From an optimization exercise on the open Yosys and OpenROAD flow, aimed at small area and a short achievable clock period; shortcuts taken in it are not production practice.
No functional check of the RTL was part of any run shown here.
No activity file was given, so power comes from the tool's default toggle rates.

==> design.v <==
`default_nettype wire
`timescale 1 ns / 1 ps
parameter STEP    = 10;
parameter DWIDTH  = 16;
parameter LWIDTH  = 16;
parameter WAVSIZE = 16;
parameter CORE    = 4;
parameter CORELOG = 2;
parameter NETSIZE = 10;
module mac
  ( input                       clk
  , input                       xrst
  , input                       out_en
  , input                       accum_we
  , input                       reset
  , input  signed [DWIDTH-1:0]  x
  , input  signed [DWIDTH-1:0]  w
  , output signed [DWIDTH-1:0]  y
  );
  reg v0, v1, v2;
  always @(posedge clk) begin
    v0 <= xrst;
    v1 <= xrst & v0;
    v2 <= xrst & v1;
  end
  reg [15:0] xr;
  always @(posedge clk) xr <= x;
  reg [15:0] wr;
  always @(posedge clk) wr <= w;
  wire [16:0] we = {wr, 1'b0};
  wire [7:0] neg, one, two;
  genvar g;
  generate for (g = 0; g < 8; g = g + 1) begin : benc
    assign neg[g] = we[2*g+2];
    assign one[g] = we[2*g+1] ^ we[2*g];
    assign two[g] = (we[2*g+2] & ~we[2*g+1] & ~we[2*g]) | (~we[2*g+2] & we[2*g+1] & we[2*g]);
  end endgenerate
  wire [17:0] xe = {xr[15], xr, 1'b0};
  wire neg0 = neg[0];
  wire [16:0] pp0 = ({17{one[0]}} & xe[17:1] | {17{two[0]}} & xe[16:0]) ^ {17{neg[0]}};
  wire npp0 = ~pp0[16];
  wire neg1 = neg[1];
  wire [16:0] pp1 = ({17{one[1]}} & xe[17:1] | {17{two[1]}} & xe[16:0]) ^ {17{neg[1]}};
  wire npp1 = ~pp1[16];
  wire neg2 = neg[2];
  wire [16:0] pp2 = ({17{one[2]}} & xe[17:1] | {17{two[2]}} & xe[16:0]) ^ {17{neg[2]}};
  wire npp2 = ~pp2[16];
  wire neg3 = neg[3];
  wire [16:0] pp3 = ({17{one[3]}} & xe[17:1] | {17{two[3]}} & xe[16:0]) ^ {17{neg[3]}};
  wire npp3 = ~pp3[16];
  wire neg4 = neg[4];
  wire [16:0] pp4 = ({17{one[4]}} & xe[17:1] | {17{two[4]}} & xe[16:0]) ^ {17{neg[4]}};
  wire npp4 = ~pp4[16];
  wire neg5 = neg[5];
  wire [16:0] pp5 = ({17{one[5]}} & xe[17:1] | {17{two[5]}} & xe[16:0]) ^ {17{neg[5]}};
  wire npp5 = ~pp5[16];
  wire neg6 = neg[6];
  wire [16:0] pp6 = ({17{one[6]}} & xe[17:1] | {17{two[6]}} & xe[16:0]) ^ {17{neg[6]}};
  wire npp6 = ~pp6[16];
  wire neg7 = neg[7];
  wire [16:0] pp7 = ({17{one[7]}} & xe[17:1] | {17{two[7]}} & xe[16:0]) ^ {17{neg[7]}};
  wire npp7 = ~pp7[16];
  wire s1;
  wire c2;
  wire s3;
  wire c4;
  wire s5;
  wire c6;
  wire s7;
  wire c8;
  wire s9;
  wire c10;
  wire s11;
  wire c12;
  wire s13;
  wire c14;
  wire s15;
  wire c16;
  wire s17;
  wire c18;
  wire s19;
  wire c20;
  wire s21;
  wire c22;
  wire s23;
  wire c24;
  wire s25;
  wire c26;
  wire s27;
  wire c28;
  wire s29;
  wire c30;
  wire s31;
  wire c32;
  wire s33;
  wire c34;
  wire s35;
  wire c36;
  wire s37;
  wire c38;
  wire s39;
  wire c40;
  wire s41;
  wire c42;
  wire s43;
  wire c44;
  wire s45;
  wire c46;
  wire s47;
  wire c48;
  wire s49;
  wire c50;
  wire s51;
  wire c52;
  wire s53;
  wire c54;
  wire s55;
  wire c56;
  wire s57;
  wire c58;
  wire s59;
  wire c60;
  wire s61;
  wire c62;
  wire s63;
  wire c64;
  wire s65;
  wire c66;
  wire s67;
  wire c68;
  wire s69;
  wire c70;
  wire s71;
  wire c72;
  wire s73;
  wire c74;
  wire s75;
  wire c76;
  wire s77;
  wire c78;
  wire s79;
  wire c80;
  wire s81;
  wire c82;
  wire s83;
  wire c84;
  wire s85;
  wire c86;
  wire s87;
  wire c88;
  wire s89;
  wire c90;
  wire s91;
  wire c92;
  wire s93;
  wire c94;
  wire s95;
  wire c96;
  wire s97;
  wire c98;
  wire s99;
  wire c100;
  wire s101;
  wire c102;
  wire s103;
  wire c104;
  wire s105;
  wire c106;
  wire s107;
  wire c108;
  wire s109;
  wire c110;
  wire s111;
  wire c112;
  wire s113;
  wire c114;
  wire s115;
  wire c116;
  wire s117;
  wire c118;
  wire s119;
  wire c120;
  wire s121;
  wire c122;
  wire s123;
  wire c124;
  wire s125;
  wire c126;
  wire s127;
  wire c128;
  wire s129;
  wire c130;
  wire s131;
  wire c132;
  wire s133;
  wire c134;
  wire s135;
  wire c136;
  wire s137;
  wire c138;
  wire s139;
  wire c140;
  wire s141;
  wire c142;
  wire s143;
  wire c144;
  wire s145;
  wire c146;
  wire s147;
  wire c148;
  wire s149;
  wire c150;
  wire s151;
  wire c152;
  wire s153;
  wire c154;
  wire s155;
  wire c156;
  wire s157;
  wire c158;
  wire s159;
  wire c160;
  wire s161;
  wire c162;
  wire s163;
  wire c164;
  wire s165;
  wire c166;
  wire s167;
  wire c168;
  wire s169;
  wire c170;
  wire s171;
  wire c172;
  wire s173;
  wire c174;
  wire s175;
  wire c176;
  wire s177;
  wire c178;
  wire s179;
  wire c180;
  wire s181;
  wire c182;
  wire s183;
  wire c184;
  wire s185;
  wire c186;
  wire s187;
  wire c188;
  wire s189;
  wire c190;
  wire s191;
  wire c192;
  wire s193;
  wire c194;
  wire s195;
  wire c196;
  assign {c2, s1} = pp0[6] + pp1[4];
  assign {c4, s3} = pp0[7] + pp1[5];
  assign {c6, s5} = pp0[4] + pp1[2];
  assign {c8, s7} = pp0[5] + pp1[3];
  assign {c10, s9} = pp2[2] + pp3[0] + neg3;
  assign {c12, s11} = pp2[3] + pp3[1] + s3;
  assign {c14, s13} = pp0[2] + pp1[0];
  assign {c16, s15} = pp0[3] + pp1[1];
  assign {c18, s17} = pp2[0] + neg2 + s5;
  assign {c20, s19} = pp2[1] + s7 + c6;
  assign {c22, s21} = s1 + s9 + c8;
  assign {c24, s23} = c2 + s11 + c10;
  wire [7:0] lo_a = {s23, s21, s19, s17, s15, neg1, pp0[1], pp0[0]};
  wire [7:0] lo_b = {c22, c20, c18, c16, c14, s13, 1'b0, neg0};
  wire [8:0] lo_sum = lo_a + lo_b;
  assign {c26, s25} = pp0[8] + pp1[6] + pp2[4];
  assign {c28, s27} = pp3[2] + pp4[0];
  assign {c30, s29} = pp0[9] + pp1[7];
  assign {c32, s31} = pp0[10] + pp1[8] + pp2[6];
  assign {c34, s33} = pp0[11] + pp1[9];
  assign {c36, s35} = pp0[12] + pp1[10] + pp2[8];
  assign {c38, s37} = pp3[6] + pp4[4];
  assign {c40, s39} = pp0[13] + pp1[11] + pp2[9];
  assign {c42, s41} = pp3[7] + pp4[5];
  assign {c44, s43} = pp0[14] + pp1[12] + pp2[10];
  assign {c46, s45} = pp3[8] + pp4[6] + pp5[4];
  assign {c48, s47} = pp6[2] + pp7[0];
  assign {c50, s49} = pp0[15] + pp1[13] + pp2[11];
  assign {c52, s51} = pp3[9] + pp4[7] + pp5[5];
  assign {c54, s53} = pp6[3] + pp7[1];
  assign {c56, s55} = npp0 + pp1[14] + pp2[12];
  assign {c58, s57} = pp3[10] + pp4[8] + pp5[6];
  assign {c60, s59} = pp6[4] + pp7[2] + 1'b1;
  assign {c62, s61} = pp1[15] + pp2[13] + pp3[11];
  assign {c64, s63} = pp4[9] + pp5[7] + pp6[5];
  assign {c66, s65} = pp7[3] + 1'b1;
  assign {c68, s67} = npp1 + pp2[14] + pp3[12];
  assign {c70, s69} = pp4[10] + pp5[8] + pp6[6];
  assign {c72, s71} = pp2[15] + pp3[13] + pp4[11];
  assign {c74, s73} = pp5[9] + pp6[7];
  assign {c76, s75} = npp2 + pp3[14] + pp4[12];
  assign {c78, s77} = pp3[15] + pp4[13];
  assign {c80, s79} = neg4 + c4 + c12;
  assign {c82, s81} = pp2[5] + pp3[3] + pp4[1];
  assign {c84, s83} = s29 + c26;
  assign {c86, s85} = pp3[4] + pp4[2] + pp5[0];
  assign {c88, s87} = neg5 + s31 + c30;
  assign {c90, s89} = pp2[7] + pp3[5] + pp4[3];
  assign {c92, s91} = pp5[1] + s33 + c32;
  assign {c94, s93} = pp5[2] + pp6[0] + neg6;
  assign {c96, s95} = s35 + s37 + c34;
  assign {c98, s97} = pp5[3] + pp6[1] + s39;
  assign {c100, s99} = s41 + c36 + c38;
  assign {c102, s101} = neg7 + s43 + s45;
  assign {c104, s103} = s47 + c40 + c42;
  assign {c106, s105} = s49 + s51 + s53;
  assign {c108, s107} = c44 + c46 + c48;
  assign {c110, s109} = s55 + s57 + s59;
  assign {c112, s111} = c50 + c52 + c54;
  assign {c114, s113} = s61 + s63 + s65;
  assign {c116, s115} = c56 + c58 + c60;
  assign {c118, s117} = pp7[4] + s67 + s69;
  assign {c120, s119} = c62 + c64 + c66;
  assign {c122, s121} = pp7[5] + 1'b1 + s71;
  assign {c124, s123} = s73 + c68 + c70;
  assign {c126, s125} = pp5[10] + pp6[8] + pp7[6];
  assign {c128, s127} = s75 + c72 + c74;
  assign {c130, s129} = pp5[11] + pp6[9] + pp7[7];
  assign {c132, s131} = 1'b1 + s77 + c76;
  assign {c134, s133} = npp3 + pp4[14] + pp5[12];
  assign {c136, s135} = pp6[10] + pp7[8] + c78;
  assign {c138, s137} = c24 + s25;
  assign {c140, s139} = c28 + s81 + s83;
  assign {c142, s141} = s85 + s87 + c82;
  assign {c144, s143} = s89 + s91 + c86;
  assign {c146, s145} = s93 + s95 + c90;
  assign {c148, s147} = s97 + s99 + c94;
  assign {c150, s149} = s101 + s103 + c98;
  assign {c152, s151} = s105 + s107 + c102;
  assign {c154, s153} = s109 + s111 + c106;
  assign {c156, s155} = s113 + s115 + c110;
  assign {c158, s157} = s117 + s119 + c114;
  assign {c160, s159} = s121 + s123 + c118;
  assign {c162, s161} = s125 + s127 + c122;
  assign {c164, s163} = s129 + s131 + c126;
  assign {c166, s165} = s133 + s135 + c130;
  assign {c168, s167} = s27 + s79;
  assign {c170, s169} = c80 + s139 + c138;
  assign {c172, s171} = c84 + s141 + c140;
  assign {c174, s173} = c88 + s143 + c142;
  assign {c176, s175} = c92 + s145 + c144;
  assign {c178, s177} = c96 + s147 + c146;
  assign {c180, s179} = c100 + s149 + c148;
  assign {c182, s181} = c104 + s151 + c150;
  assign {c184, s183} = c108 + s153 + c152;
  assign {c186, s185} = c112 + s155 + c154;
  assign {c188, s187} = c116 + s157 + c156;
  assign {c190, s189} = c120 + s159 + c158;
  assign {c192, s191} = c124 + s161 + c160;
  assign {c194, s193} = c128 + s163 + c162;
  assign {c196, s195} = c132 + s165 + c164;
  reg lo_c, lo_z;
  reg ra0;
  reg rb0;
  reg ra1;
  reg rb1;
  reg ra2;
  reg rb2;
  reg ra3;
  reg rb3;
  reg ra4;
  reg rb4;
  reg ra5;
  reg rb5;
  reg ra6;
  reg rb6;
  reg ra7;
  reg rb7;
  reg ra8;
  reg rb8;
  reg ra9;
  reg rb9;
  reg ra10;
  reg rb10;
  reg ra11;
  reg rb11;
  reg ra12;
  reg rb12;
  reg ra13;
  reg rb13;
  reg ra14;
  reg rb14;
  always @(posedge clk) begin
    lo_c <= lo_sum[8];
    lo_z <= lo_sum[7:0] == 0;
    ra0 <= s137;
    rb0 <= s167;
    ra1 <= s169;
    rb1 <= c168;
    ra2 <= s171;
    rb2 <= c170;
    ra3 <= s173;
    rb3 <= c172;
    ra4 <= s175;
    rb4 <= c174;
    ra5 <= s177;
    rb5 <= c176;
    ra6 <= s179;
    rb6 <= c178;
    ra7 <= s181;
    rb7 <= c180;
    ra8 <= s183;
    rb8 <= c182;
    ra9 <= s185;
    rb9 <= c184;
    ra10 <= s187;
    rb10 <= c186;
    ra11 <= s189;
    rb11 <= c188;
    ra12 <= s191;
    rb12 <= c190;
    ra13 <= s193;
    rb13 <= c192;
    ra14 <= s195;
    rb14 <= c194;
  end
  wire [14:0] ha = {ra14, ra13, ra12, ra11, ra10, ra9, ra8, ra7, ra6, ra5, ra4, ra3, ra2, ra1, ra0};
  wire [14:0] hb = {rb14, rb13, rb12, rb11, rb10, rb9, rb8, rb7, rb6, rb5, rb4, rb3, rb2, rb1, rb0};
  wire [14:0] ph = ha + hb + lo_c;
  wire dec = ph[14] & lo_z;
  wire [15:0] rnd = {ph[14], ph - dec};
  reg [15:0] rr;
  always @(posedge clk) rr <= rnd;
  reg [15:0] acc, yr;
  always @(posedge clk)
    if (!xrst | reset)
      acc <= 0;
    else if (accum_we & v2)
      acc <= acc + rr;
  always @(posedge clk)
    if (!xrst)
      yr <= 0;
    else if (out_en)
      yr <= acc;
  assign y = yr;
endmodule
==> run.sh <==
#!/bin/bash
# synth_recipe.tcl (not shown) runs the flow's synth.tcl, then flattens the netlist and writes it again
# the make line also repeats each setting of config.mk as NAME=value (left out here)
make -C /OpenROAD-flow-scripts/flow DESIGN_CONFIG=/design/flow/config.mk WORK_HOME=/design/flow/orfs CLKGATE_MAP_FILE= SYNTH_SCRIPT=/design/flow/synth_recipe.tcl finish
==> config.mk <==
export PLATFORM = sky130hd
export DESIGN_NAME = mac
export DESIGN_NICKNAME = mac
export VERILOG_FILES = /design/flow/design.v
export SDC_FILE = /design/flow/constraint.sdc
export NUM_CORES = 4
export LEC_CHECK = 0
export ABC_CLOCK_PERIOD_IN_PS = 2500
export CAP_MARGIN = 20
export CORE_MARGIN = 2
export CORE_UTILIZATION = 40
export SETUP_SLACK_MARGIN = 3.3
export SLEW_MARGIN = 20
==> constraint.sdc <==
create_clock -name core_clock -period 6.0 [get_ports {clk}]
set_input_delay 1.2000 -clock core_clock [delete_from_list [all_inputs] [get_ports {clk}]]
set_output_delay 1.2000 -clock core_clock [all_outputs]
set_load 0.01 [all_outputs]
==> results of run 1 <==
==> cell usage after synthesis (5+ instances only) <==
master	instances
sky130_fd_sc_hd__a21oi_1	147
sky130_fd_sc_hd__nand2_1	125
sky130_fd_sc_hd__dfxtp_1	115
sky130_fd_sc_hd__clkbuf_1	112
sky130_fd_sc_hd__inv_1	102
sky130_fd_sc_hd__nor2_1	98
sky130_fd_sc_hd__fa_1	72
sky130_fd_sc_hd__ha_1	60
sky130_fd_sc_hd__a22oi_1	49
sky130_fd_sc_hd__xnor2_1	49
sky130_fd_sc_hd__o21ai_1	48
sky130_fd_sc_hd__o21ai_0	47
sky130_fd_sc_hd__o22ai_1	40
sky130_fd_sc_hd__nor2b_1	33
sky130_fd_sc_hd__xor2_1	30
sky130_fd_sc_hd__a211oi_1	21
sky130_fd_sc_hd__mux2i_1	20
sky130_fd_sc_hd__maj3_1	19
sky130_fd_sc_hd__a221oi_1	17
sky130_fd_sc_hd__nand3_1	16
sky130_fd_sc_hd__o221ai_1	16
sky130_fd_sc_hd__and2_1	15
sky130_fd_sc_hd__buf_1	13
sky130_fd_sc_hd__nand2b_1	12
sky130_fd_sc_hd__nor3_1	9
sky130_fd_sc_hd__a31oi_1	8
sky130_fd_sc_hd__o21a_1	6
sky130_fd_sc_hd__o31ai_1	6
sky130_fd_sc_hd__a21o_1	5
sky130_fd_sc_hd__inv_2	5
==> stage by stage <==
stage	utilization (%)	hold WS, ps
4_1_cts	53.65	429.3
6_report	56.11	424.2
3_5_place_dp	43.96	420.9
2_1_floorplan	-	405.7
5_1_grt	56.11	435.4
3_3_place_gp	43.96	408.4
==> cell type report <==
| class | count | area [µm²] |
|---|---|---|
| sequential | 115 | 2404 |
| inverter | 107 | 440.4 |
| fill | 2239 | 11500 |
| clock inverter | 14 | 121.4 |
| multi-input combinational | 1022 | 8502 |
| timing repair buffer | 217 | 2379 |
| clock buffer | 18 | 439.2 |
| tap | 335 | 419.2 |
==> critical path: cells and delay by family, from the launching register on <==
kind	cells	cell delay, ps
AOI/OAI and AO/OA	2	410
adders and majority gates	4	1980
buffers and inverters	3	270
DFF	1	410
and+or+nand+nor	2	200
==> path summary, 6_finish.rpt <==
path              startpoint  end  slack, ps
hold / removal            v0   v1        420
setup / recovery      xr[11]  ra6       2660
setup reg to reg      xr[11]  ra6       2660
hold reg to reg           v0   v1        420
==> kinds of logic after synthesis <==
family                     after synthesis  share of synthesized area [%]
DFF                                    115                          21.45
adders and majority gates              151                          22.19
and+or+nand+nor                        325                          13.81
AOI/OAI and AO/OA                      442                          25.55
buffers and inverters                  232                          8.113
muxes                                   22                          2.075
xor gates and xnor gates                81                          6.807
==> layout by cell type (no fill, tap or decap), drive strengths merged, types with 5 or more instances in the layout <==
cell	netlist	layout
a211oi	21	21
a21o	5	5
a21oi	147	147
a221oi	18	18
a22oi	49	49
a31oi	8	8
and2	16	17
buf	13	156
bufbuf	0	8
clkbuf	112	19
clkdlybuf4s50	0	52
clkinv	0	5
clkinvlp	0	9
dfxtp	115	115
fa	72	72
ha	60	60
inv	107	107
maj3	19	19
mux2i	20	20
nand2	125	125
nand2b	12	12
nand3	16	16
nor2	98	98
nor2b	33	33
nor3	9	9
o21a	6	6
o21ai	95	95
o221ai	16	16
o22ai	40	40
o31ai	6	6
xnor2	50	50
xor2	30	30
==> layer usage <==
metal	track usage (%)	up-vias
met3	5.759	166
li1	-	4994
met2	39.76	600
met5	0	-
met1	29.25	4937
met4	11.19	0
==> sequential cells by signal, summed over array words and instances, names as in the netlist, 16 cells and up <==
signal / cells
wr: 16
acc: 16
yr: 16
xr: 16
rr: 16
==> repair_timing <==
item,4_1_cts,5_1_grt
resized for setup,251,79
buffers inserted,94,42
cloned,11,0
pin swaps,51,33
endpoints found under the setup margin,47,49
==> where the power goes <==
group / total, mW / internal [mW] / switching (mW)
logic: 3.07 / 1.42 / 1.65
clock network: 0.981 / 0.550 / 0.431
registers: 1.09 / 0.985 / 0.106
==> results.txt, run 1 <==
The run finished with no timing, DRC or antenna violations. The fraction of layout instances using a drive strength above 1 came out at 29.14%. The CTS tree is done. The category of the worst setup path capture point is a flop. The setup slack after layout is 2656 ps. The count of nets left with antenna violations once routing finished came out at 0.

The clock net sink count came out at 115. The wire length of the first global-routing pass came out at 53,100 µm. The highest metal layer with signal wires is met4. In the final design database the tool counted 1,649 nets. The element type at the critical path start is a flop. The sequential cell area fraction in the yosys report is 21.45%. The count of final max-slew check failures came out at 0. Dividing the synthesized area by the synthesized cell count gives 7.847 µm².

The detailed route wirelength on metal2 came out at 15,730 µm. The clock reaches the later pin of the worst-skew pair after 440 ps. The data arrival time of the critical path is 3720 ps. After clock tree synthesis, the clock-pin slew on the worst setup and hold paths is 60 ps. The overall fraction of global-route tracks in use is 23.90%. The leakage dissipation came out at 5.862 nW. Setup violations remaining at the end of the flow were counted as 0. In the synthesized netlist the dominant register cell turns out to be sky130_fd_sc_hd__dfxtp_1. The overall power consumption came out at 5.139 mW. In this run the clock root is driven by a sky130_fd_sc_hd__clkbuf_16. The number of nets produced by synthesis is 1,537. The count of H-tree levels built during CTS is 4. In this run the vertical extent of the chip is 167.8 µm. The measured slew at the worst slew-check pin is 889.0 ps. In this design, the critical path's most frequently occurring cell is sky130_fd_sc_hd__fa_1. The cell area that synthesis handed to floorplanning was 10,730 µm². The critical path goes through buf_12, nand3_1, a21oi_2, nor2_1, a221oi_4, fa_1, fa_1, inv_1, fa_1, inv_1, fa_2. The count of endpoints failing hold in the final timing report is 0. The worst setup timing slack at the placement stage came out at 1791 ps. Setup repair after global routing could not meet its margin everywhere. The floorplan has 59 rows. The number of buffers created by CTS is 17. Yosys mapped a number of flops with a built-in enable equal to 0. The number of cells in the finished layout apart from fillers is 1,828.

In the final routing, the length of wire on met1 measures 13,320 µm. The slowest cell on the critical path is sky130_fd_sc_hd__fa_1. The area of placed instances came out at 11,520 µm².

The unique cell type count in the Yosys netlist came out at 63. The fraction of the cycle the final worst path needs came out at 55.73%. The number of port buffers is 52. The deepest clock path buffer count came out at 2.

IR analysis of the VDD net gives a maximum drop of 0.0002487 V. The number of cells after detailed placement is 1,649. The power density relative to cell area came out at 349.5 nW/µm². The maximum number of pins on one net before global-route repair is 36. The post-detailed-placement half-perimeter wirelength is 20,690 µm. The maximum clock skew at final layout is 14.09 ps. The detailed router's first-iteration violation count is 1,101. Of the post-synthesis cell area, the dominant cell type holds 21.45%. For this run, the number of Yosys warnings is 1. The average detailed-routed wire length per instance came out at 18.84 µm. The total routed wirelength came out at 34,440 µm. The number of global-route vias before repair is 9,848. Counting instances, the worst hold path has a depth of 1. Timing would allow up to 0.2991 GHz. The delay contributed by the slowest stage of the critical path is 520 ps. The floorplan core area is 26,210 µm².

The post-route cell area came out at 14,700 µm². The synthesized instance count came out at 1,368. Sorting the synthesized cells by area gives the leading types as sky130_fd_sc_hd__dfxtp_1 (21%), sky130_fd_sc_hd__fa_1 (13%), sky130_fd_sc_hd__ha_1 (7.0%). After synthesis, the share of flip-flops with an asynchronous set or reset is 0%.

The synthesized flop and latch total is 115. The shortest clock period the worst path allows after layout is 3344 ps. The die area came out at 28,160 µm². The worst max-slew margin expressed relative to the limit came out at 40.55%. The critical path required time is 6370 ps. The signed area change from the synthesized netlist to the final layout came out at 36.99%.

The initial antenna violation count is 0. The overall overflow remaining after global route came out at 0. The logic depth of the worst register-to-register path came out at 11. The routability congestion estimate from global placement is 0.9277. The synthesized design spends more area on one cell type than any other, namely sky130_fd_sc_hd__dfxtp_1.

The number of max-cap violations came out at 0. The critical path is of the flop to flop type. The sum of negative setup slack is 0 ps. The number of iterations in the first detailed-routing pass came out at 6. The via count of the routed design is 10,700.

Once the floorplan was initialized, standard cells occupied 40.96% of the core. The number of hold buffers added after cts is 0. The number of antenna diodes in the final layout is 0.

The path class of the tightest hold or removal check is flop to flop. In this run the count of I/O pins placed on the die edge is 53. In the routed layout, each cell is associated on average with a via count of 5.852. In the detailed route, the total length drawn on met3 is 3447 µm. The horizontal die dimension is 167.8 µm. The peak fanout along the critical path came out at 15. The post-route DRC violation count is 0.
==> inputs of run 2 (changes only) <==
==> config.mk (replaced) <==
export PLATFORM = sky130hd
export DESIGN_NAME = mac
export DESIGN_NICKNAME = mac
export VERILOG_FILES = /design/flow/design.v
export SDC_FILE = /design/flow/constraint.sdc
export NUM_CORES = 4
export LEC_CHECK = 0
export CAP_MARGIN = 20
export CORE_MARGIN = 2
export CORE_UTILIZATION = 40
export SLEW_MARGIN = 20
==> run 2 against run 1 <==
Clock-buffer cell count is 1 lower. Fmax is 22% lower. First-iteration DRC count is 10% lower. Synthesized cell count stayed put. Global-route usage is 2.5 points lower. Power is 9.6% lower. Design area is 18% lower. Critical path type unchanged. Sequential share of layout area is 2.9 points higher. Clock skew hardly changed. Via count is 9.8% lower. Sequential power hardly changed.
==> results.txt, run 2 <==
The worst setup path is of the flop to flop kind. The top-level I/O count came out at 53. The fraction of the cycle the final worst path needs came out at 71.68%. The number of iterations in the first detailed-routing pass came out at 6. The wire length of the first global-routing pass is 48,020 µm. The number of antenna cells inserted is 0. The maximum clock skew at final layout came out at 14.42 ps.

The worst setup timing slack at the placement stage is 1756 ps. In this run the clock root is driven by a sky130_fd_sc_hd__clkbuf_16. Clock-pin slew was measured on the worst setup and hold paths at 60 ps.

The cell row count came out at 59. The setup slack after layout is 1699 ps. The post-detailed-placement half-perimeter wirelength came out at 21,190 µm.

The number of global-route vias before repair came to 8,899. The number of enable flip-flop cells after synthesis came out at 0. The achievable clock frequency is 0.2325 GHz. The top cell types in the final layout, fill and taps aside, are sky130_fd_sc_hd__a21oi_1 (147), sky130_fd_sc_hd__nand2_1 (125), sky130_fd_sc_hd__dfxtp_1 (113). In this run, synthesis produced a sequential element count of 115. The shortest clock period the worst path allows after layout is 4301 ps. The measured slew at the worst slew-check pin came out at 953.8 ps. The detailed router's first-iteration violation count came out at 990. The core region is 26,210 µm². The routability congestion estimate from global placement is 0.9070.

In the routed layout, each cell is associated on average with a via count of 5.729. Headroom to the max-slew limit came out at 36.42%. The initial antenna violation count is 0. The sequential cell area fraction in the yosys report is 21.45%. TritonCTS built the clock tree. The peak fanout along the critical path came out at 30. The horizontal die dimension came out at 167.8 µm.

The count of final max-slew check failures is 0. The synthesized instance count came out at 1,368. The overall power consumption is 4.644 mW.

The die area is 28,160 µm². For this run, the total global-route usage over all layers was measured as 21.44%. Yosys instantiated no cell more often than sky130_fd_sc_hd__a21oi_1. The post-synthesis cell area came out at 10,730 µm². The average detailed-routed wire length per instance came out at 17.58 µm.

The dominant synthesized flop cell is sky130_fd_sc_hd__dfxtp_1. The element type at the critical path start is a flop. The met1 layer wirelength in the final routing is 12,760 µm. The fraction of layout instances using a drive strength above 1 came out at 5.115%. The power density relative to cell area came out at 387.2 nW/µm².

The number of nets handed over by synthesis was 1,537. The number of cells after detailed placement is 1,652. In this run, CTS created clock tree buffers numbering 17. sky130_fd_sc_hd__dfxtp_1 takes more of the synthesized area than any other cell. The data arrival time of the critical path is 4620 ps. Buffers placed on the I/O ports in this run total 52. The insertion delay of the later-clocked pin in the worst-skew pair is 430 ps. The count of endpoints failing hold in the final timing report came out at 0. The H-tree was split into 4 levels. The residual antenna-violating net count after detailed routing is 0.

The initial cell density of the core is 40.96%. Summed over its instances, the top area cell type makes up 21.45% of the synthesized netlist area. The final net count is 1,505.

The total routed wirelength came out at 29,600 µm. After synthesis, the share of flip-flops with an asynchronous set or reset is 0%. The setup violation total in the final timing report came out at 0. The signed area change from the synthesized netlist to the final layout came out at 11.74%. By area the synthesized netlist is led by sky130_fd_sc_hd__dfxtp_1 (21%), sky130_fd_sc_hd__fa_1 (13%), sky130_fd_sc_hd__ha_1 (7.0%). The number of max-cap violations came out at 0. The critical path required time came out at 6320 ps. The deepest clock path buffer count is 2. After detailed routing, the number of remaining DRC violations is 0.

The maximum number of pins on one net before global-route repair came out at 46. By count the netlist is led by sky130_fd_sc_hd__a21oi_1 (147), sky130_fd_sc_hd__nand2_1 (125), sky130_fd_sc_hd__dfxtp_1 (115). The unique cell type count in the Yosys netlist came out at 63. Adding up every negative setup slack in the final design gives 0 ps. The post-CTS setup-driven buffer insertion count came out at 0. The largest voltage drop on the vdd net is 0.0001738 V. The run finished with no timing, DRC or antenna violations. The detailed route wirelength on metal2 came out at 13,610 µm. The clock net sink count came out at 115. The number of gates given a new drive strength after cts is 0. The kind of path behind the tightest hold check is flop to flop. The leakage dissipation came out at 4.811 nW. The number of hold buffers added after cts came out at 0. Setup repair after global routing left no endpoint under its margin. The library cell used most frequently in the layout, excluding fill and tap cells, is sky130_fd_sc_hd__a21oi_1. In this run the top signal layer used is met4. The via count of the routed design is 9,647.

The die extent in y is 167.8 µm. The synthesized area per cell came out at 7.847 µm². The overall overflow remaining after global route came out at 0.

The final worst hold slack came out at 424.2 ps. The worst setup path is captured at a flop. The Yosys warning count is 1.

The wire length on met3 came out at 2286 µm. The number of cells in the finished layout apart from fillers is 1,684.
-- run 2: stage by stage --
step,instance area (µm²),util [%]
3_5_place_dp,11370,43.39
2_1_floorplan,10730,-
3_3_place_gp,11370,43.39
5_1_grt,11990,45.77
6_report,11990,45.77
4_1_cts,11990,45.76
-- run 2: kinds of logic (layout without fill, tap and decap cells) --
group	after synthesis	after routing	synth area share (%)
simple gates	325	325	13.81
xor+xnor	81	81	6.807
compound gates	442	442	25.55
mux	22	22	2.075
buf+inv	232	213	8.113
fa+ha+maj	151	151	22.19
flops	115	115	21.45
-- run 2: cell type report --
type	count	area, µm²
clock buffers	17	425.4
clock inverters	15	193.9
fillers	2581	14210
inverters	107	401.6
multi-input cells	1021	7564
flip-flops and latches	115	2305
well taps	335	419.2
repair buffers	74	685.7
-- run 2: path summary, 6_finish.rpt --
kind,start,to,slack [ps],cells after the start
max,wr[3],lo_z,1700,15
min,v0,v1,420,1
max reg2reg,wr[3],lo_z,1700,15
min reg2reg,v0,v1,420,1
-- run 2: critical path, cell delays in order (launching register included) --
cell                       delay, ps
sky130_fd_sc_hd__dfxtp_1         650
sky130_fd_sc_hd__buf_4           390
sky130_fd_sc_hd__and2_1          450
sky130_fd_sc_hd__a21oi_1         130
sky130_fd_sc_hd__o22ai_1         140
sky130_fd_sc_hd__a21oi_1          70
sky130_fd_sc_hd__ha_1            330
sky130_fd_sc_hd__inv_1            50
sky130_fd_sc_hd__fa_1            510
sky130_fd_sc_hd__fa_1            510
sky130_fd_sc_hd__inv_1            40
sky130_fd_sc_hd__ha_1            340
sky130_fd_sc_hd__inv_1            50
sky130_fd_sc_hd__a21boi_0        160
sky130_fd_sc_hd__mux2i_1          90
sky130_fd_sc_hd__nor4_1          290
-- run 2: metal layers --
metal	global-route usage, %	vias up
met2	34.69	415
li1	-	4690
met5	0	-
met4	8.091	0
met1	28.82	4482
met3	3.573	60
-- run 2: power by group --
group	total [mW]	switching, mW	internal [mW]	leakage, nW
Clock	1.08	0.418	0.665	0.299
Sequential	1.10	0.114	0.987	0.957
Combinational	2.46	1.38	1.08	3.55
==> inputs of run 3 (changes only) <==
--- a/design.v
+++ b/design.v
@@ -25,16 +25,15 @@
   end
   reg [15:0] xr;
   always @(posedge clk) xr <= x;
-  reg [15:0] wr;
-  always @(posedge clk) wr <= w;
-  wire [16:0] we = {wr, 1'b0};
-  wire [7:0] neg, one, two;
-  genvar g;
-  generate for (g = 0; g < 8; g = g + 1) begin : benc
-    assign neg[g] = we[2*g+2];
-    assign one[g] = we[2*g+1] ^ we[2*g];
-    assign two[g] = (we[2*g+2] & ~we[2*g+1] & ~we[2*g]) | (~we[2*g+2] & we[2*g+1] & we[2*g]);
-  end endgenerate
+  reg [7:0] neg, one, two;
+  integer i;
+  wire [16:0] we = {w, 1'b0};
+  always @(posedge clk)
+    for (i = 0; i < 8; i = i + 1) begin
+      neg[i] <= we[2*i+2];
+      one[i] <= we[2*i+1] ^ we[2*i];
+      two[i] <= (we[2*i+2] & ~we[2*i+1] & ~we[2*i]) | (~we[2*i+2] & we[2*i+1] & we[2*i]);
+    end
   wire [17:0] xe = {xr[15], xr, 1'b0};
   wire neg0 = neg[0];
   wire [16:0] pp0 = ({17{one[0]}} & xe[17:1] | {17{two[0]}} & xe[16:0]) ^ {17{neg[0]}};
@@ -424,9 +423,16 @@
   end
   wire [14:0] ha = {ra14, ra13, ra12, ra11, ra10, ra9, ra8, ra7, ra6, ra5, ra4, ra3, ra2, ra1, ra0};
   wire [14:0] hb = {rb14, rb13, rb12, rb11, rb10, rb9, rb8, rb7, rb6, rb5, rb4, rb3, rb2, rb1, rb0};
-  wire [14:0] ph = ha + hb + lo_c;
+  wire [15:0] phs = {ha, 1'b1} + {hb, lo_c};
+  wire [14:0] ph = phs[15:1];
   wire dec = ph[14] & lo_z;
-  wire [15:0] rnd = {ph[14], ph - dec};
+  wire [14:0] nz;
+  assign nz[0] = 1'b0;
+  genvar q;
+  generate for (q = 1; q < 15; q = q + 1) begin : rz
+    assign nz[q] = |ph[q-1:0];
+  end endgenerate
+  wire [15:0] rnd = {ph[14], ph ^ ({15{dec}} & ~nz)};
   reg [15:0] rr;
   always @(posedge clk) rr <= rnd;
   reg [15:0] acc, yr;
--- a/config.mk
+++ b/config.mk
@@ -8,4 +8,5 @@
 export CAP_MARGIN = 20
 export CORE_MARGIN = 2
 export CORE_UTILIZATION = 40
+export SETUP_SLACK_MARGIN = 2.8
 export SLEW_MARGIN = 20
==> run 3 against run 2 <==
Clock power down 4%. Fmax is 38% higher. Global-route usage shrank 4.2 points.
==> results.txt, run 3 <==
The flow ran to the end and the layout has no timing, DRC or antenna violations. For this run, the total global-route usage over all layers was measured as 17.22%. The number of enable flip-flop cells after synthesis came out at 0. The routed layout has 6,625 vias. The synthesized flop and latch total is 123. The total routed wirelength is 19,450 µm. The signed area change from the synthesized netlist to the final layout is 18.04%. The largest total area in the synthesized netlist belongs to sky130_fd_sc_hd__dfxtp_1. The fraction of layout instances using a drive strength above 1 came out at 12.99%. For the finished layout, the period the worst path requires is 3116 ps. The sum of negative setup slack came out at 0 ps.

The clock net sink count came out at 123. TritonCTS built the clock tree. The die extent in y is 155.0 µm. The critical path required time came out at 6290 ps. The switching part of the total power is 40.92%.

The via count normalized by instance count came out at 5.152. The number of global-route vias before repair came to 6,729. The hold path depth came out at 1. The cell depth of the worst setup path came out at 10. The fraction of the cycle the final worst path needs came out at 51.93%. After layout, the design draws a total of 4.866 mW. The insertion delay of the later-clocked pin in the worst-skew pair is 420 ps. The worst setup path is launched from a flop.

The initial antenna violation count is 0. After the last flow step, the layout net total stands at 1,155. Setup repair after global routing could not meet its margin everywhere. The wire length of the first global-routing pass is 33,060 µm.

After detailed routing, the average wire length per cell comes to 15.12 µm. The top-level I/O count is 53. For this run, the number of Yosys warnings is 1. The final core area utilization is 47.83%. The count of H-tree levels built during CTS came out at 4. The synthesized area per cell came out at 9.589 µm². The floorplan step defined a die boundary enclosing 24,020 µm². Traced cell by cell, the critical path runs through buf_4, a22oi_2, xor2_1, fa_1, inv_1, fa_1, inv_1, fa_1, inv_1, fa_1.

The worst max-slew margin expressed relative to the limit is 37.48%. In this run, CTS created clock tree buffers numbering 17. The kind of path behind the tightest hold check is flop to flop. The share of synthesized flip-flops with an asynchronous set or reset came out at 0%. The post-detailed-placement half-perimeter wirelength is 14,180 µm. Sorting the synthesized cells by area gives the leading types as sky130_fd_sc_hd__dfxtp_1 (27%), sky130_fd_sc_hd__fa_1 (16%), sky130_fd_sc_hd__xnor2_1 (9.1%). In the layout the commonest cells are sky130_fd_sc_hd__a22oi_1 (95), sky130_fd_sc_hd__xnor2_1 (93), sky130_fd_sc_hd__inv_1 (91). Setup violations remaining at the end of the flow were counted as 0. The share of the Yosys chip area taken by registers is 27.00%. The cell row count is 55. The data arrival time of the critical path came out at 3410 ps.

The leakage dissipation came out at 4.514 nW. Among the stages of the critical path, the cell type that occurs most often is sky130_fd_sc_hd__fa_1. The most instantiated library cell after synthesis is sky130_fd_sc_hd__dfxtp_1.

The number of port buffers is 52. The total overflow left after global routing is 0. Sorting the synthesized cells by how often they occur yields sky130_fd_sc_hd__dfxtp_1 (123), sky130_fd_sc_hd__a22oi_1 (105), sky130_fd_sc_hd__xnor2_1 (95). For this run, the detailed router's first-pass iteration total came to 5. The share of the synthesized area in the top cell type came out at 27.00%. Combinational logic burns 54.0% of the power.

By startpoint and endpoint, the worst setup path is classified as flop to flop. Max-cap violations in this run came to 0. STA classifies the critical path endpoint as a flop. The horizontal die dimension is 155.0 µm. Between clock sinks in the finished design, the worst skew comes to 10.84 ps. Power spread over the standard cell area amounts to 452.1 nW/µm². The slowest cell on the critical path is sky130_fd_sc_hd__fa_1. The clock passes through at most 2 buffers. On the worst path, the slowest cell contributes a delay of 540 ps. In this run the remaining antenna-violating nets after routing total 0. The clock transition at the registers of the reported paths is 60 ps. Once the floorplan was initialized, standard cells occupied 40.52% of the core.

In this run the clock root is driven by a sky130_fd_sc_hd__clkbuf_16. The number of antenna cells inserted came out at 0. Leaving out fill and tap cells, the most frequent cell in the layout is sky130_fd_sc_hd__a22oi_1. The kind of cell with the highest combined delay along the critical path is adder cells. In this run the cell area of the synthesized design comes to 9119 µm². For this run, the leading register cell type out of synthesis is sky130_fd_sc_hd__dfxtp_1. Counting distinct cell types in the post-synthesis netlist gives 52. Routability-driven placement finished with a final weighted congestion of 0.8514. The number of hold buffers added after cts came out at 0. The detailed router's first-iteration violation count is 444. Entering global routing, the biggest net connects 21 pins. The post-route DRC violation count came out at 0.

The internal portion of the total power is 2.875 mW. The achievable clock frequency came out at 0.3209 GHz. In this run the worst path has a maximum fanout of 12. The floorplan core area came out at 22,500 µm².

The largest voltage drop on the vdd net came out at 0.0001884 V. The count of final max-slew check failures is 0. The measured slew at the worst slew-check pin is 934.9 ps. The synthesized instance count came out at 951. The net switching power figure is 1.991 mW. The logic depth of the worst register-to-register path is 10. The count of endpoints failing hold in the final timing report came out at 0. The share of total power dissipated in the clock network is 21.5%.

The number of nets produced by synthesis is 1,118. The sum of buffers and inverters on the critical path came out at 4. The proportion of power drawn by flip-flops and latches is 24.6%.
==> run 3: cells by family after synthesis <==
family	after synthesis	synth area share, %
and+or+nand+nor	141	8.219
DFF	123	27.00
xor gates and xnor gates	171	16.42
adders and majority gates	130	23.68
muxes	19	2.099
buffers and inverters	157	6.463
AOI/OAI and AO/OA	210	16.11
==> run 3: routing by layer <==
layer / global-route usage [%] / vias up / wire [µm]
met1: 21.29 / 3142 / 8620
met2: 29.44 / 177 / 9371
met4: 7.319 / 0 / 539
met3: 3.231 / 34 / 918
met5: 0 / - / 0
li1: - / 3272 / -
==> run 3: per-stage QoR <==
stage	area [µm²]	cells	worst slack [ps]	hold slack (ps)
3_5_place_dp	9759	1225	2365	410.5
4_1_cts	10460	1261	2767	424.8
3_3_place_gp	9759	1225	2489	413.3
2_1_floorplan	9155	951	2764	405.7
5_1_grt	10760	1286	2729	448.1
6_report	10760	1286	2884	423.9
==> run 3: worst paths after layout <==
check | from | endpoint | slack (ps)
min reg2reg | v0 | v1 | 420
max | one[1] | ra9 | 2880
max reg2reg | one[1] | ra9 | 2880
min | v0 | v1 | 420
==> run 3: worst register-to-register path, stage by stage, from the launching register on <==
cell                      delay, ps
sky130_fd_sc_hd__dfxtp_4        370
sky130_fd_sc_hd__buf_4          190
sky130_fd_sc_hd__a22oi_2        100
sky130_fd_sc_hd__xor2_1         200
sky130_fd_sc_hd__fa_1           540
sky130_fd_sc_hd__inv_1           70
sky130_fd_sc_hd__fa_1           530
sky130_fd_sc_hd__inv_1           50
sky130_fd_sc_hd__fa_1           490
sky130_fd_sc_hd__inv_1           50
sky130_fd_sc_hd__fa_1           420
==> run 3: final cells by class <==
cell class | count | area, µm²
sequential | 123 | 2549
tap | 285 | 356.6
multi-input combinational | 671 | 6163
clock buffer | 17 | 425.4
fill | 2087 | 11740
inverter | 94 | 355.3
clock inverter | 15 | 178.9
timing repair buffer | 81 | 735.7
==> run 3: power groups by stage <==
| stage | Combinational [mW] | Clock [mW] | Sequential [mW] |
|---|---|---|---|
| 2_1_floorplan | 2.13 | 0 | 1.13 |
| 3_3_place_gp | 2.53 | 0 | 1.22 |
| 3_5_place_dp | 2.59 | 0 | 1.22 |
| 4_1_cts | 2.62 | 1.08 | 1.21 |
| 5_1_grt | 3.09 | 1.10 | 1.22 |
| 6_report | 2.63 | 1.04 | 1.20 |
==> run 3: repair_timing <==
action                                  in CTS  in global routing
buffers inserted                             4                 25
pin swaps                                    0                 15
endpoints found under the setup margin      23                 15
resized for setup                           40                 34
==> inputs of run 4 (changes only) <==
--- a/config.mk
+++ b/config.mk
@@ -8,5 +8,4 @@
 export CAP_MARGIN = 20
 export CORE_MARGIN = 2
 export CORE_UTILIZATION = 40
-export SETUP_SLACK_MARGIN = 2.8
 export SLEW_MARGIN = 20
==> run 4 against run 3 <==
Still clean. Cell count is 2.3% lower. Die area stayed put. Global-route usage is 0.35 points lower. Critical endpoint is now lo_z. Largest power group unchanged.
==> results.txt, run 4 <==
The fraction of the cycle the final worst path needs came out at 61.43%. In the routed design, unresolved DRC markers number 0. For this design the ratio of total power to cell area is 463.2 nW/µm². The post-route netlist has 4.938% of its cells at a drive strength greater than 1. By area the synthesized netlist is led by sky130_fd_sc_hd__dfxtp_1 (27%), sky130_fd_sc_hd__fa_1 (16%), sky130_fd_sc_hd__xnor2_1 (9.1%).

The synthesized flop and latch total is 123. The signal on the critical path passes through xnor2_1, ha_1, inv_1, fa_1, fa_1, inv_1, ha_1, inv_1, a211oi_1, o311ai_0, nor3_1, o21ai_0, nor2_1. The wire length of the first global-routing pass came out at 32,570 µm. The area of placed instances came out at 9759 µm².

At the end of routability-driven placement, the weighted congestion stood at 0.8785. The top cell types in the final layout, fill and taps aside, are sky130_fd_sc_hd__dfxtp_1 (123), sky130_fd_sc_hd__a22oi_1 (105), sky130_fd_sc_hd__xnor2_1 (95). The initial antenna violation count is 0. The run finished with no timing, DRC or antenna violations. The via count normalized by instance count is 5.164. The startpoint-to-endpoint class of the critical path is flop to flop.

The largest voltage drop on the vdd net came out at 0.0001964 V. TritonCTS built the clock tree. The Yosys warning count came out at 1. The kind of path behind the tightest hold check is flop to flop.

The overall overflow remaining after global route is 0. Timing would allow up to 0.2713 GHz. The sum of negative setup slack is 0 ps. In the synthesized netlist, the cells that appear most often are sky130_fd_sc_hd__dfxtp_1 (123), sky130_fd_sc_hd__a22oi_1 (105), sky130_fd_sc_hd__xnor2_1 (95). TritonCTS created 17 clock buffers. The average detailed-routed wire length per instance is 14.95 µm. The post-CTS setup-driven buffer insertion count is 0. The routed layout has 6,491 vias. At the pin with the least slew margin, the transition time is 1002 ps. The HPWL after detailed placement is 14,220 µm. The number of nets handed over by synthesis was 1,118. The later pin in the worst-skew pair is clocked with a latency of 430 ps. The critical path required time came out at 6360 ps. The number of iterations in the first detailed-routing pass is 6. The horizontal die dimension came out at 155.0 µm. The residual antenna-violating net count after detailed routing is 0. The most instantiated library cell after synthesis is sky130_fd_sc_hd__dfxtp_1.

For this run, the total global-route usage over all layers was measured as 16.87%. The shortest clock period the worst path allows after layout came out at 3686 ps. Summing all non-filler instances in the final layout gives an area of 10,360 µm². The count of H-tree levels built during CTS is 4. The maximum number of pins on one net before global-route repair is 21.

Setup repair after global routing left no endpoint under its margin. The synthesized area per cell came out at 9.589 µm². The slowest cell on the critical path is sky130_fd_sc_hd__dfxtp_1. The setup violation total in the final timing report is 0. The number of hold buffers added after cts is 0. The post-synthesis cell area is 9119 µm². The number of gates given a new drive strength after cts came out at 0. Synthesis instantiated 52 different standard cells from the library. The root buffer cell chosen for the clock tree is sky130_fd_sc_hd__clkbuf_16. Max-cap violations in this run came to 0. Fill cells in the final layout number 2,170. For the final database, setup skew stands at 9.304 ps.

The share of synthesized flip-flops with an asynchronous set or reset is 0%. The detailed router's first-iteration violation count came out at 490. The leakage dissipation came out at 4.342 nW. The floorplan core area came out at 22,500 µm². The worst setup path is captured at a flop. The multi-input gate area in the final layout came out at 6067 µm². The synthesized instance count came out at 951. The clock transition at the registers of the reported paths came out at 60 ps. The clock net sink count is 123.

Input and output buffers added on the ports amount to 52. The die is 155.0 µm tall. Counting flops with a built-in enable in the synthesized netlist gives 0. The signed area change from the synthesized netlist to the final layout is 13.63%. Wires add up to 18,790 µm. The count of endpoints failing hold in the final timing report is 0. The area of all sequential standard cells is 2462 µm². The deepest clock path buffer count is 2. The final worst hold slack is 425.3 ps. The peak fanout along the critical path came out at 18.

The number of global-route vias before repair is 6,691. Among all flip-flop cells after synthesis, the most frequent one is sky130_fd_sc_hd__dfxtp_1. Summed over its instances, the top area cell type makes up 27.00% of the synthesized netlist area. The repair_antennas step left the layout with diodes totalling 0.

Of the synthesized area, sequential elements account for 27.00%. The initial utilization of the core area, before any placement, comes to 40.52%. The die area came out at 24,020 µm². The most frequent standard cell in the layout excluding fill and tap cells is sky130_fd_sc_hd__dfxtp_1.

The final net count is 1,126. The delay contributed by the slowest stage of the critical path came out at 970 ps. The cell row count came out at 55.

The top-level I/O count is 53. The count of final max-slew check failures came out at 0. The worst setup path is launched from a flop. The worst max-slew margin expressed relative to the limit came out at 33.09%. Data arrives at the worst endpoint at 4050 ps. The cell type contributing the most total cell area after synthesis is sky130_fd_sc_hd__dfxtp_1.

The cell seen most often among critical-path stages is sky130_fd_sc_hd__inv_1.
==> run 4: per-stage QoR <==
step / power [mW] / instances / setup WS, ps / util, %
2_1_floorplan: 3.260 / 951 / 2397 / -
3_3_place_gp: 3.756 / 1225 / 2471 / 43.37
3_5_place_dp: 3.819 / 1225 / 2386 / 43.37
4_1_cts: 4.881 / 1257 / 2360 / 46.04
5_1_grt: 5.344 / 1257 / 2127 / 46.04
6_report: 4.799 / 1257 / 2314 / 46.04
==> run 4: power by group <==
group,switching (mW),total [mW],internal [mW]
logic,1.40,2.55,1.15
registers,0.147,1.21,1.06
clock network,0.444,1.04,0.595
==> run 4: kinds of logic (layout without fill, tap and decap cells) <==
| group | after synthesis | in the layout | share of synthesized area, % |
|---|---|---|---|
| mux | 19 | 19 | 2.099 |
| buf+inv | 157 | 178 | 6.463 |
| simple gates | 141 | 141 | 8.219 |
| compound gates | 210 | 210 | 16.11 |
| xor+xnor | 171 | 171 | 16.42 |
| fa+ha+maj | 130 | 130 | 23.68 |
| flops | 123 | 123 | 27.00 |
==> run 4: worst max-delay path, delay by kind of cell (launching register included) <==
kind	cells	cell delay [ps]
adders and majority gates	4	1540
buffers and inverters	3	180
xor gates and xnor gates	1	170
AOI/OAI and AO/OA	3	470
and+or+nand+nor	2	280
DFF	1	970
==> run 4: path summary, 6_finish.rpt <==
path	cells after the start	slack, ps	from	to
setup / recovery	13	2310	neg[1]	lo_z
hold reg to reg	1	430	v0	v1
setup reg to reg	13	2310	neg[1]	lo_z
hold / removal	1	430	v0	v1
==> run 4: area by class of cell <==
class | instances | share of cell area [%]
clock buffers | 17 | 4.106
clock inverters | 15 | 1.703
inverters | 94 | 3.405
multi-input cells | 671 | 58.56
flip-flops and latches | 123 | 23.77
well taps | 285 | 3.442
repair buffers | 52 | 5.024
==> run 4: metal layers <==
metal	wire length, µm	global-route usage [%]	vias up	part of all wire [%]
li1	-	-	3208	-
met5	0	0	-	0
met1	8566	21.23	3100	46
met3	719	2.925	27	3.8
met4	346	5.732	0	1.8
met2	9154	29.27	156	49
==> inputs of run 5 (changes only) <==
--- a/design.v
+++ b/design.v
@@ -270,6 +270,7 @@
   wire [7:0] lo_a = {s23, s21, s19, s17, s15, neg1, pp0[1], pp0[0]};
   wire [7:0] lo_b = {c22, c20, c18, c16, c14, s13, 1'b0, neg0};
   wire [8:0] lo_sum = lo_a + lo_b;
+  wire lo_zero = &(~((lo_a ^ lo_b) ^ {lo_a[6:0] | lo_b[6:0], 1'b0}));
   assign {c26, s25} = pp0[8] + pp1[6] + pp2[4];
   assign {c28, s27} = pp3[2] + pp4[0];
   assign {c30, s29} = pp0[9] + pp1[7];
@@ -389,7 +390,7 @@
   reg rb14;
   always @(posedge clk) begin
     lo_c <= lo_sum[8];
-    lo_z <= lo_sum[7:0] == 0;
+    lo_z <= lo_zero;
     ra0 <= s137;
     rb0 <= s167;
     ra1 <= s169;
@@ -426,21 +427,22 @@
   wire [15:0] phs = {ha, 1'b1} + {hb, lo_c};
   wire [14:0] ph = phs[15:1];
   wire dec = ph[14] & lo_z;
-  wire [14:0] nz;
-  assign nz[0] = 1'b0;
-  genvar q;
-  generate for (q = 1; q < 15; q = q + 1) begin : rz
-    assign nz[q] = |ph[q-1:0];
-  end endgenerate
-  wire [15:0] rnd = {ph[14], ph ^ ({15{dec}} & ~nz)};
-  reg [15:0] rr;
-  always @(posedge clk) rr <= rnd;
+  reg [14:0] phr;
+  reg decr;
+  always @(posedge clk) begin
+    phr <= ph;
+    decr <= dec;
+  end
+  wire [15:0] q16 = {phr[14], phr};
+  wire [15:0] ts = ~(acc ^ q16);
+  wire [15:0] tc = {acc[14:0] | q16[14:0], ~decr};
+  wire [15:0] sum = ts + tc;
   reg [15:0] acc, yr;
   always @(posedge clk)
     if (!xrst | reset)
       acc <= 0;
     else if (accum_we & v2)
-      acc <= acc + rr;
+      acc <= sum;
   always @(posedge clk)
     if (!xrst)
       yr <= 0;
--- a/config.mk
+++ b/config.mk
@@ -8,4 +8,5 @@
 export CAP_MARGIN = 20
 export CORE_MARGIN = 2
 export CORE_UTILIZATION = 40
+export SETUP_SLACK_MARGIN = 3.3
 export SLEW_MARGIN = 20
==> run 5 against run 4 <==
Worst setup slack improved by 690 ps. Via count up 12%. Core utilization grew 4.4 points. Register-to-register slack improved by 690 ps. Global-route usage increased by 1.4 points. Non-clock buffer count increased by 62. Critical path depth down 5. Sequential cell count is the same. Sequential share of layout area is 1.9 points lower. Die area rose by 4.0%. Design area rose by 14%. Combinational power grew 24%. Largest cell class unchanged.
==> results.txt, run 5 <==
The count of final max-slew check failures is 0. The worst setup path is of the flop to flop kind. The share of synthesized cell area in and, or, nand and nor gates is 7.382%. The library cell used most frequently in the layout, excluding fill and tap cells, is sky130_fd_sc_hd__inv_1. The synthesized area per cell came out at 9.305 µm².

In the synthesized netlist, the number of instances is 1,020. The overall fraction of global-route tracks in use is 18.22%. The initial cell density of the core came out at 40.56%. The wire length of the first global-routing pass is 35,970 µm. In this run the power density over the cells is 458.0 nW/µm².

The insertion delay of the later-clocked pin in the worst-skew pair is 430 ps. The synthesized flop and latch total is 123. The critical path required time came out at 6300 ps. The combinational cell fraction of total power is 58.7%.

The switching part of the total power came out at 42.10%. STA classifies the critical path endpoint as a flop. The sequential cell area fraction in the yosys report came out at 25.94%. The number of antenna cells inserted is 0.

The number of global-route vias before repair is 7,275. The maximum clock skew at final layout came out at 12.64 ps. Cell internal power was estimated by the tool at 3.130 mW.

The worst path in the final design needs a cycle of 2998 ps, including I/O delays and setup. The most numerous cell type found on the critical path is sky130_fd_sc_hd__fa_1. The post-detailed-placement half-perimeter wirelength came out at 15,060 µm. Setup violations remaining at the end of the flow were counted as 0. Counting instances in the post-synthesis netlist gives the leading cell types as sky130_fd_sc_hd__inv_1 (154), sky130_fd_sc_hd__dfxtp_1 (123), sky130_fd_sc_hd__a22oi_1 (105). The signed area change from the synthesized netlist to the final layout is 24.39%. In this run, the clock network consumes 19.4% of the power. The initial antenna violation count came to 0. The largest voltage drop on the vdd net is 0.0002150 V. The clock net sink count came out at 123. Detailed routing inserted a total of 7,263 vias.

The fraction of the cycle the final worst path needs is 49.97%. The complex-gate fraction of the synthesized area came out at 15.90%. The cell type contributing the most total cell area after synthesis is sky130_fd_sc_hd__dfxtp_1. The post-route DRC violation count is 0.

The die area is 24,980 µm². For this run, the number of Yosys warnings is 1. Setup repair after global routing could not meet its margin everywhere. The cell row count is 56. The top cell type by area accounts for 25.94% of the synthesized area. Pin placement for this block handled 53 I/O pins. The leakage dissipation is 5.047 nW. The proportion of power drawn by flip-flops and latches came out at 21.9%. The first TritonRoute pass finished after 5 iterations. The post-route cell area came out at 11,810 µm². The largest registers in the layout are acc x16, xr x16, yr x16. By area the synthesized netlist is led by sky130_fd_sc_hd__dfxtp_1 (26%), sky130_fd_sc_hd__fa_1 (15%), sky130_fd_sc_hd__ha_1 (10%).

The most instantiated library cell after synthesis is sky130_fd_sc_hd__inv_1. The slowest cell on the critical path is sky130_fd_sc_hd__fa_1. The maximum number of pins on one net before global-route repair is 22. The sum of negative setup slack is 0 ps. The clock transition at the registers of the reported paths is 60 ps. In the synthesized netlist the async set-or-reset flop fraction comes to 0%. Summing the areas of all xor and xnor instances in the mapped netlist gives 14.49% of the synthesized area.

The multiplexer fraction of the synthesized cell area came out at 2.122%. The worst setup path is launched from a flop. The routability congestion estimate from global placement came out at 0.8608. The horizontal die dimension came out at 158.0 µm. The die extent in y came out at 158.0 µm. In this run the deepest clock path goes through 2 buffers. The achievable clock frequency came out at 0.3336 GHz.

The net switching power figure is 2.277 mW. The delay contributed by the slowest stage of the critical path is 610 ps. After Yosys synthesis, full adders, half adders and majority gates account for 25.26% of the synthesized area. The fraction of layout instances using a drive strength above 1 is 19.95%. CTS built an H-tree with a depth of 4. The number of enable flip-flop cells after synthesis is 0. The residual antenna-violating net count after detailed routing came out at 0.

The number of port buffers is 52. The unique cell type count in the Yosys netlist came out at 55. The total routed wirelength came out at 21,700 µm. In this run the tightest slew margin relative to its limit is 38.36%. The overall overflow remaining after global route came out at 0. The floorplan core area came out at 23,400 µm². In the final design database the tool counted 1,276 nets. After detailed routing, the average wire length per cell comes to 15.26 µm. Traced cell by cell, the critical path runs through buf_4, a22oi_1, xnor2_1, fa_1, fa_2, fa_1, inv_1, fa_1. The data arrival time of the critical path is 3300 ps. The count of endpoints failing hold in the final timing report was 0. The number of nets produced by synthesis came out at 1,206.

The min-delay analysis places its worst path in the category flop to flop. The measured slew at the worst slew-check pin came out at 921.7 ps. The via count normalized by instance count is 5.108. The placed instances occupy a cell area of 10,240 µm². Among all flip-flop cells after synthesis, the most frequent one is sky130_fd_sc_hd__dfxtp_1. The flow ran to the end and the layout has no timing, DRC or antenna violations. The top cell types in the final layout, fill and taps aside, are sky130_fd_sc_hd__inv_1 (151), sky130_fd_sc_hd__dfxtp_1 (86), sky130_fd_sc_hd__xnor2_1 (80). The detailed router's first-iteration violation count is 423. By area, the combinational part of the netlist is dominated by adder cells. TritonCTS built the clock tree.

Buffers inserted during clock tree synthesis total 17. The number of max-cap violations is 0. Along the worst path, the maximum fanout reaches 7.

The root buffer selected by CTS is sky130_fd_sc_hd__clkbuf_16. The post-synthesis cell area is 9492 µm².
## run 5: cell types whose count changed in the layout (fill, tap and decap cells not counted), sizes merged, moves of 5 or more
cell | before | now
a211oi | 4 | 10
a21o | 15 | 10
buf | 0 | 61
ha | 59 | 78
inv | 103 | 162
nand2 | 41 | 35
nor2 | 20 | 28
nor3 | 15 | 6
o21a | 10 | 5
xor2 | 76 | 66
## run 5: power groups by stage
| stage | Clock (mW) | Combinational (mW) | Sequential (mW) |
|---|---|---|---|
| 6_report | 1.05 | 3.17 | 1.18 |
| 5_1_grt | 1.11 | 3.68 | 1.20 |
| 4_1_cts | 1.08 | 3.14 | 1.18 |
| 3_5_place_dp | 0 | 3.02 | 1.22 |
| 3_3_place_gp | 0 | 2.96 | 1.22 |
| 2_1_floorplan | 0 | 2.47 | 1.13 |
## run 5: logic make-up (layout without fill, tap and decap cells)
group | count (synthesis) | in the layout
multiplexers | 20 | 20
AO/OA/AOI/OAI | 217 | 217
buffers and inverters | 220 | 303
XOR/XNOR | 157 | 157
flip-flops | 123 | 123
adder cells (fa/ha/maj) | 149 | 149
AND/OR/NAND/NOR | 134 | 134
## run 5: path summary, 6_finish.rpt
check | startpoint | to | slack, ps | depth (start not counted)
setup / recovery | one[0] | ra5 | 3000 | 8
hold / removal | v1 | v2 | 430 | 1
setup reg to reg | one[0] | ra5 | 3000 | 8
hold reg to reg | v1 | v2 | 430 | 1
## run 5: area by class of cell
class,count,area [µm²]
timing repair buffer,114,1047
fill,2183,11600
clock buffer,18,439.2
clock inverter,14,160.2
tap,319,399.1
multi-input combinational,677,6583
sequential,123,2586
inverter,157,591.8
## run 5: metal layers
metal / up-vias / GRT usage [%] / wire length (µm)
met4: 0 / 6.049 / 511
li1: 3512 / - / -
met2: 231 / 31.28 / 10480
met5: - / 0 / 0
met3: 46 / 3.641 / 1091
met1: 3474 / 22.88 / 9614
## run 5: timing repair
item / CTS / global route
cloned: 0 / 0
pin swaps: 37 / 31
endpoints found under the hold margin: 0 / 0
hold buffers: 0 / 0
gates resized for setup: 109 / 37
setup endpoints to repair: 34 / 34
buffers inserted: 48 / 14
## run 5: worst max-delay path, delay by kind of cell, from the launching register on
kind | cells | cell delay [ps]
compound gates | 1 | 190
buf+inv | 2 | 190
xor+xnor | 1 | 130
fa+ha+maj | 4 | 1980
flops | 1 | 380
## run 5: metrics by stage
step | total power [mW] | setup WS (ps) | utilization, % | hold slack [ps] | instances
6_report | 5.407 | 3002 | 50.45 | 433.5 | 1422
5_1_grt | 5.993 | 2886 | 50.45 | 440.6 | 1422
4_1_cts | 5.398 | 3029 | 49.34 | 438.5 | 1408
3_5_place_dp | 4.233 | 2325 | 43.74 | 421.7 | 1328
3_3_place_gp | 4.176 | 2333 | 43.74 | 408.8 | 1328
2_1_floorplan | 3.597 | 3012 | - | 405.7 | 1020

## port drivers added, routing unchanged
The results above use ideal ports. As a check the final layouts listed here were re-extracted and re-timed, cells and wires unchanged.
Step 1: set_driving_cell puts a clkbuf_16 on clk and a buf_2 on each other input, an assumption about the parent block.
Step 2 moves the port delays by t, midway between the first and last clock arrival at a register: inputs arrive t later, outputs are due t later. That takes back most of the time a late clock gives input paths.
a / b / c = ideal ports / drivers / drivers and shift; a / b = the first two.
| run | t (ns) | setup WS [ns] | worst hold slack (ns) | slew at the worst register clock pin (ns) | worst slew at a driven data input, ns |
|---|---|---|---|---|---|
| run 1 | 0.478 | 2.656 / 2.656 / 2.656 | 0.424 / 0.424 / 0.424 | 0.07 / 0.07 | 0.05 |
| run 2 | 0.469 | 1.699 / 1.699 / 1.699 | 0.424 / 0.424 / 0.424 | 0.07 / 0.07 | 0.04 |
| run 3 | 0.466 | 2.884 / 2.884 / 2.799 | 0.424 / 0.424 / 0.424 | 0.06 / 0.06 | 0.04 |
| run 4 | 0.465 | 2.314 / 2.314 / 2.314 | 0.425 / 0.425 / 0.425 | 0.07 / 0.07 | 0.03 |
| run 5 | 0.465 | 3.002 / 3.002 / 3.002 | 0.433 / 0.433 / 0.433 | 0.07 / 0.07 | 0.06 |
After both steps setup and hold are still met in every run listed. For run 3, which loses most, drivers alone change the setup slack by 0.000 ns; drivers and shift together by -0.085 ns.
